This design comes from an exercise in tuning for small area on the open sky130 flow, not from production work.
The RTL was checked by simulation tests, not by an equivalence proof against the original design.
Power is estimated from default activity; no workload was simulated.

alpha:
// System
module System
(
    input logic clk, rst,
    input logic mode,  
    input logic[1:0] stage,  
    input logic on_off,  
    input logic detect,  
    input logic compile,  
    input logic run,  
    input logic[3:0] row,
    output logic[3:0] col,
    input logic A_ENC, B_ENC,
    input logic btn, swt,
    input logic led_in,
    input logic sda_in,  
    output logic sda_out, sda_oe,  
    output logic sclk_c, led_en,
    output logic sclk_o, mosi, cs,
    output logic vcc_en, pmod_en, dc, res,
    output logic R, G, B,
    output logic[7:0] AN, C,
    output logic[2:0] mem_addr
);
export LEC_CHECK = 0
export CAP_MARGIN = 20
export CORE_MARGIN = 2
export CORE_UTILIZATION = 55
export SLEW_MARGIN = 20
create_clock -name core_clock -period 20.0 [get_ports {clk}]
standard.sh (not shown) runs the stock make flow with config.mk's settings and CLKGATE_MAP_FILE= SYNTH_SCRIPT=/design/flow/synth_recipe.tcl, a recipe that flattens the netlist after the stock synthesis.
==> flow/flow/run.sh <==
#!/bin/bash
# The standard layout (standard.sh) with three changes:
#  - after the standard synthesis, flow/resyn.sh re-synthesises its
#    combinational logic for area with ABC (the smallest result of the
#    scripts flow/abc_area*.script), keeping
#    every register cell and name, and proves the result equal to the
#    standard netlist; if anything fails the standard netlist is kept;
#  - before the placement's repair_design, flow/downsize.tcl gives the
#    combinational cells their smallest size and the port buffers buf_1;
#    repair_design then fixes slew and capacitance as usual, with buffers
#    no larger than buf_2;
#  - clock tree synthesis adds no dummy loads and builds the tree from
#    clkbuf_4 cells driving clusters of up to 8 flip-flops.
# Each tool's output goes to a log file here: std_synth.log, resyn_yosys_*.log,
# equiv_yosys_*.log and standard_flow.log (ORFS's own logs stay in orfs/logs).
set -euo pipefail
cd "$(dirname "$0")/.."
bash standard.sh synth > std_synth.log 2>&1
R=orfs/results/sky130hd/System/base
cp $R/1_2_yosys.v std_1_2_yosys.v
if bash flow/resyn.sh "$PWD/std_1_2_yosys.v" "$PWD/resyn.v" > resyn.log 2>&1; then
  cp resyn.v $R/1_2_yosys.v
  rm -f $R/1_synth.odb
  echo "resynthesised netlist in use" >> resyn.log
else
  echo "resynthesis failed: standard netlist in use" >> resyn.log
fi
CTS="-sink_clustering_enable -repair_clock_nets -dont_use_dummy_load"
CTS="$CTS -buf_list sky130_fd_sc_hd__clkbuf_4 -sink_clustering_size 8 -sink_clustering_max_diameter 40"
bash standard.sh "CTS_ARGS=$CTS" "PRE_RESIZE_TCL=$PWD/flow/downsize.tcl" finish > standard_flow.log 2>&1
test -f out/final.def
==> flow/flow/abc_area1.script <==
strash
dc2
&get -n
&st
&dch -f
&nf -p
&put
mfs2
strash
dch -f
amap
mfs2
strash
dc2
dch -f
amap
mfs2
strash
dch -f
amap
topo
==> flow/flow/abc_area2.script <==
strash
dc2
&get -n
&st
&dch -f
&nf -p
&put
mfs2
strash
dch -f
amap
mfs2
strash
dc2
dch -f
amap
mfs2
strash
dc2
dch -f
amap
mfs2
strash
dch -f
amap
topo
==> flow/flow/abc_area3.script <==
strash
dc2
resub -K 8 -N 2
dc2
&get -n
&st
&dch -f
&nf -p
&put
mfs2
strash
dch -f
amap
mfs2
strash
dc2
dch -f
amap
mfs2
strash
dch -f
amap
topo
==> flow/flow/abc_area4.script <==
strash
&get -n
&st
&dch -f
&nf -p
&put
mfs2
strash
dch -f
amap
mfs2
strash
dch -f
amap
topo
==> flow/flow/resyn.sh <==
#!/bin/bash
# usage: resyn.sh NETLIST OUT  (run from the flow's work folder)
# Re-synthesises NETLIST's combinational logic with each ABC script
# flow/abc_area*.script, keeps the smallest result that is proven equal to
# NETLIST, and writes it to OUT. Fails if none is.
set -euo pipefail
HERE=$(cd "$(dirname "$0")" && pwd)
NET=$1; OUT=$2
LIB=${FLOW_HOME:-/OpenROAD-flow-scripts/flow}/platforms/sky130hd/lib/sky130_fd_sc_hd__tt_025C_1v80.lib
YOSYS=${YOSYS_EXE:-$(command -v yosys || echo ${FLOW_HOME:-/OpenROAD-flow-scripts/flow}/../tools/install/yosys/bin/yosys)}
KEEP=$(grep -o 'sky130_fd_sc_hd__[a-z0-9_]*' "$NET" | sort -u | grep -E '__(dfxtp|edfxtp|dfrtp|dfstp|dfxbp|sdfxtp|dlxtp|conb)_' | tr '\n' ' ')
: > resyn_areas.txt
for S in "$HERE"/abc_area*.script; do
  n=$(basename "$S" .script)
  sed -e "s|@LIB@|$LIB|g" -e "s|@NET@|$NET|g" -e "s|@OUT@|$OUT.$n|g" -e "s|@SCRIPT@|$S|g" \
      -e "s|@DONTUSE@|$(cat $HERE/dontuse.txt)|g" -e "s|@KEEP@|$KEEP|g" $HERE/resyn.ys.in > resyn_$n.ys
  if "$YOSYS" -s resyn_$n.ys > resyn_yosys_$n.log 2>&1; then
    a=$(grep "Chip area" "$OUT.$n.stat" | awk '{print $NF}')
    echo "$a $n" >> resyn_areas.txt
  fi
done
sort -g resyn_areas.txt > resyn_order.txt
while read -r a n; do
  sed -e "s|@LIB@|$LIB|g" -e "s|@NET@|$NET|g" -e "s|@OUT@|$OUT.$n|g" $HERE/equiv.ys.in > equiv_$n.ys
  if "$YOSYS" -s equiv_$n.ys > equiv_yosys_$n.log 2>&1; then
    cp "$OUT.$n" "$OUT"
    echo "chosen $n ($a um2)"
    exit 0
  fi
done < resyn_order.txt
exit 1
Other scripts of this flow, unchanged in this note and not shown: flow/flow/dontuse.txt, flow/flow/downsize.tcl, flow/flow/equiv.ys.in, flow/flow/resyn.ys.in
diff inputs: alpha => beta
--- a/flow/flow/run.sh
+++ b/flow/flow/run.sh
@@ -2,6 +2,5 @@
 # The standard layout (standard.sh) with three changes:
 #  - after the standard synthesis, flow/resyn.sh re-synthesises its
-#    combinational logic for area with ABC (the smallest result of the
-#    scripts flow/abc_area*.script), keeping
+#    combinational logic for area with ABC (flow/abc_area.script), keeping
 #    every register cell and name, and proves the result equal to the
 #    standard netlist; if anything fails the standard netlist is kept;
@@ -12,6 +11,6 @@
 #  - clock tree synthesis adds no dummy loads and builds the tree from
 #    clkbuf_4 cells driving clusters of up to 8 flip-flops.
-# Each tool's output goes to a log file here: std_synth.log, resyn_yosys_*.log,
-# equiv_yosys_*.log and standard_flow.log (ORFS's own logs stay in orfs/logs).
+# Each tool's output goes to a log file here: std_synth.log, resyn_yosys.log,
+# equiv_yosys.log and standard_flow.log (ORFS's own logs stay in orfs/logs).
 set -euo pipefail
 cd "$(dirname "$0")/.."
==> flow/flow/abc_area.script (new file) <==
strash
dc2
&get -n
&st
&dch -f
&nf -p
&put
mfs2
strash
dch -f
amap
mfs2
strash
dc2
dch -f
amap
mfs2
strash
dch -f
amap
topo
==> flow/flow/resyn.sh <==
#!/bin/bash
# usage: resyn.sh NETLIST OUT  (run from the flow folder)
set -euo pipefail
HERE=$(cd "$(dirname "$0")" && pwd)
NET=$1; OUT=$2
LIB=${FLOW_HOME:-/OpenROAD-flow-scripts/flow}/platforms/sky130hd/lib/sky130_fd_sc_hd__tt_025C_1v80.lib
YOSYS=${YOSYS_EXE:-$(command -v yosys || echo ${FLOW_HOME:-/OpenROAD-flow-scripts/flow}/../tools/install/yosys/bin/yosys)}
KEEP=$(grep -o 'sky130_fd_sc_hd__[a-z0-9_]*' "$NET" | sort -u | grep -E '__(dfxtp|edfxtp|dfrtp|dfstp|dfxbp|sdfxtp|dlxtp|conb)_' | tr '\n' ' ')
sed -e "s|@LIB@|$LIB|g" -e "s|@NET@|$NET|g" -e "s|@OUT@|$OUT|g" -e "s|@SCRIPT@|$HERE/abc_area.script|g" \
    -e "s|@DONTUSE@|$(cat $HERE/dontuse.txt)|g" -e "s|@KEEP@|$KEEP|g" $HERE/resyn.ys.in > resyn.ys
"$YOSYS" -s resyn.ys > resyn_yosys.log 2>&1
sed -e "s|@LIB@|$LIB|g" -e "s|@NET@|$NET|g" -e "s|@OUT@|$OUT|g" $HERE/equiv.ys.in > equiv.ys
"$YOSYS" -s equiv.ys > equiv_yosys.log 2>&1
removed: flow/flow/abc_area1.script
removed: flow/flow/abc_area2.script
removed: flow/flow/abc_area3.script
removed: flow/flow/abc_area4.script
==> notes.md <==
Compared to alpha, beta reaches a lower achievable clock.
Between beta and alpha, it is beta whose ratio of final minimum period to clock period is higher, by 1.2 points.
Looking at wire length across both flows, beta is the weaker of the two, with alpha ahead.
The final total power number comes out higher for alpha vs beta.
Comparing alpha and beta, highest ir drop seen on vdd is higher on alpha.
beta vs alpha on count of nets after finishing: beta is the lower one.
Delta (beta minus alpha): die area held; count of non-CTS buffers in the layout went down 12.


System, a different RTL version from the one above (not shown whole).
For scale: about 3000 cells after synthesis, about 56 I/O pins.
==> flow/design.v (excerpt) <==
module System
(
    input logic clk, rst,
    input logic mode,  
    input logic[1:0] stage,  
    input logic on_off,  
    input logic detect,  
    input logic compile,  
    input logic run,  
    input logic[3:0] row,
    output logic[3:0] col,
    input logic A_ENC, B_ENC,
    input logic btn, swt,
    input logic led_in,
    input logic sda_in,  
    output logic sda_out, sda_oe,  
    output logic sclk_c, led_en,
    output logic sclk_o, mosi, cs,
    output logic vcc_en, pmod_en, dc, res,
    output logic R, G, B,
    output logic[7:0] AN, C,
    output logic[2:0] mem_addr
);
==> flow/config.mk <==
export PLATFORM = sky130hd
export DESIGN_NAME = System
export DESIGN_NICKNAME = System
export VERILOG_FILES = /design/flow/design.v
export SDC_FILE = /design/flow/constraint.sdc
export NUM_CORES = 4
export LEC_CHECK = 0
export CAP_MARGIN = 10
export CORE_MARGIN = 2
export CORE_UTILIZATION = 40
export GPL_TIMING_DRIVEN = 0
export SLEW_MARGIN = 10
==> flow/constraint.sdc <==
create_clock -name core_clock -period 20.0 [get_ports {clk}]
set_input_delay 4.0000 -clock core_clock [delete_from_list [all_inputs] [get_ports {clk}]]
set_output_delay 4.0000 -clock core_clock [all_outputs]
set_load 0.01 [all_outputs]
==> flow/flow/run.sh <==
#!/bin/bash
# The standard layout (standard.sh) with three changes:
#  - after the standard synthesis, flow/resyn.sh re-synthesises its
#    combinational logic for area with ABC (flow/abc_area.script), keeping
#    every register cell and name, and proves the result equal to the
#    standard netlist; if anything fails the standard netlist is kept;
#  - before the placement's repair_design, flow/downsize.tcl gives the
#    combinational cells their smallest size and the port buffers buf_1;
#    repair_design then fixes slew and capacitance as usual;
#  - clock tree synthesis adds no dummy loads and builds the tree from
#    clkbuf_4 cells driving clusters of up to 8 flip-flops.
# Each tool's output goes to a log file here: std_synth.log, resyn_yosys.log,
# equiv_yosys.log and standard_flow.log (ORFS's own logs stay in orfs/logs).
set -euo pipefail
cd "$(dirname "$0")/.."
bash standard.sh synth > std_synth.log 2>&1
R=orfs/results/sky130hd/System/base
cp $R/1_2_yosys.v std_1_2_yosys.v
if bash flow/resyn.sh "$PWD/std_1_2_yosys.v" "$PWD/resyn.v" > resyn.log 2>&1; then
  cp resyn.v $R/1_2_yosys.v
  rm -f $R/1_synth.odb
  echo "resynthesised netlist in use" >> resyn.log
else
  echo "resynthesis failed: standard netlist in use" >> resyn.log
fi
CTS="-sink_clustering_enable -repair_clock_nets -dont_use_dummy_load"
CTS="$CTS -buf_list sky130_fd_sc_hd__clkbuf_4 -sink_clustering_size 8 -sink_clustering_max_diameter 40"
bash standard.sh "CTS_ARGS=$CTS" "PRE_RESIZE_TCL=$PWD/flow/downsize.tcl" finish > standard_flow.log 2>&1
test -f out/final.def
==> flow/flow/downsize.tcl <==
# Before the placement's repair_design: give every combinational cell the
# smallest drive strength of its kind, and make the port buffers buf_1.
# repair_design, which runs next, then fixes any slew, capacitance or fanout
# limit this breaks. Registers keep their cell type and size.
set dont_use {}
if { [info exists ::env(DONT_USE_CELLS)] } { set dont_use $::env(DONT_USE_CELLS) }
proc is_dont_use { name dont_use } {
  foreach pat $dont_use { if { [string match $pat $name] } { return 1 } }
  return 0
}
set n 0
set saved 0.0
foreach inst [get_cells *] {
  set master [get_property $inst ref_name]
  if { $master eq "sky130_fd_sc_hd__clkdlybuf4s50_1" } {
    set saved [expr { $saved + [get_property [get_lib_cells $master] area] - [get_property [get_lib_cells sky130_fd_sc_hd__buf_1] area] }]
    replace_cell $inst sky130_fd_sc_hd__buf_1
    incr n
    continue
  }
  if { ![regexp {^sky130_fd_sc_hd__([a-z0-9]+)_([0-9]+)$} $master -> base size] } { continue }
  if { [regexp {^(s?dfx|edf|dfr|dfs|dfb|sdf|dl|tap|fill|decap|conb|clk|lpflow|probe|diode)} $base] } { continue }
  set best $master
  set best_area [get_property [get_lib_cells $master] area]
  foreach lc [get_lib_cells sky130_fd_sc_hd__${base}_*] {
    set name [get_name $lc]
    if { ![regexp "^sky130_fd_sc_hd__${base}_\[0-9\]+\$" $name] } { continue }
    if { [is_dont_use $name $dont_use] } { continue }
    set a [get_property $lc area]
    if { $a < $best_area - 1e-6 } { set best $name; set best_area $a }
  }
  if { $best ne $master } {
    set saved [expr { $saved + [get_property [get_lib_cells $master] area] - $best_area }]
    replace_cell $inst $best
    incr n
  }
}
puts "downsize: $n cells resized, [format %.1f $saved] um2 less"
Other scripts of this flow, unchanged in this note and not shown: flow/flow/abc_area.script, flow/flow/dontuse.txt, flow/flow/equiv.ys.in, flow/flow/resyn.sh, flow/flow/resyn.ys.in
The starting point produced a clean layout.
Next try:
--- a/flow/flow/run.sh
+++ b/flow/flow/run.sh
@@ -7,5 +7,6 @@
 #  - before the placement's repair_design, flow/downsize.tcl gives the
 #    combinational cells their smallest size and the port buffers buf_1;
-#    repair_design then fixes slew and capacitance as usual;
+#    repair_design then fixes slew and capacitance as usual, with buffers
+#    no larger than buf_2;
 #  - clock tree synthesis adds no dummy loads and builds the tree from
 #    clkbuf_4 cells driving clusters of up to 8 flip-flops.
--- a/flow/flow/downsize.tcl
+++ b/flow/flow/downsize.tcl
@@ -2,5 +2,7 @@
 # smallest drive strength of its kind, and make the port buffers buf_1.
 # repair_design, which runs next, then fixes any slew, capacitance or fanout
-# limit this breaks. Registers keep their cell type and size.
+# limit this breaks, with buffers no larger than buf_2 (the large buffers are
+# set dont_use for the rest of this step only). Registers keep their cell
+# type and size.
 set dont_use {}
 if { [info exists ::env(DONT_USE_CELLS)] } { set dont_use $::env(DONT_USE_CELLS) }
@@ -9,4 +11,5 @@
   return 0
 }
+set_dont_use {sky130_fd_sc_hd__buf_4 sky130_fd_sc_hd__buf_6 sky130_fd_sc_hd__buf_8 sky130_fd_sc_hd__buf_12 sky130_fd_sc_hd__buf_16 sky130_fd_sc_hd__bufbuf_8 sky130_fd_sc_hd__bufbuf_16 sky130_fd_sc_hd__clkbuf_8 sky130_fd_sc_hd__clkbuf_16 sky130_fd_sc_hd__bufinv_8 sky130_fd_sc_hd__bufinv_16}
 set n 0
 set saved 0.0
- CAP_MARGIN: 10 -> 20
- CORE_UTILIZATION: 40 -> 55
- GPL_TIMING_DRIVEN: 0 -> not set
- SLEW_MARGIN: 10 -> 20
Result: Setup slack improves by 580 ps; clock-buffer cell count increases by 10; die area went down by 27%; global-route usage went up by 8.0 points.

## separate check: timing with driven ports
How much do the figures lean on ideal ports? The routed layouts below were timed once more, with nothing changed but the port constraints. Step 1 assumes that a clkbuf_16 drives the clock port and a buf_2 every other input. Step 2 also shifts input and output timing later by t, the mid clock arrival at the registers, as if the neighbouring blocks saw the same clock. Slacks: ideal / step 1 / step 2; pairs: ideal / step 1.
run | t, ns | slack for setup (ns) | hold slack, ns | worst setup path after step 2 | pins driven straight from the clock port
alpha | 0.922 | 6.968 / 6.935 / 6.935 | 0.387 / 0.387 / 0.387 | input to output | 1
beta | 0.909 | 6.720 / 6.638 / 6.638 | 0.408 / 0.408 / 0.408 | input to output | 1
the first run of note 2 | 0.946 | 6.274 / 6.232 / 6.232 | 0.365 / 0.365 / 0.365 | input to output | 1
the second run of note 2 | 0.994 | 6.855 / 6.790 / 6.790 | 0.395 / 0.395 / 0.395 | input to output | 1
After both steps every run listed still meets setup and hold. The setup slack of beta, which loses most, moves by -0.082 ns with the drivers and by -0.082 ns with both steps.
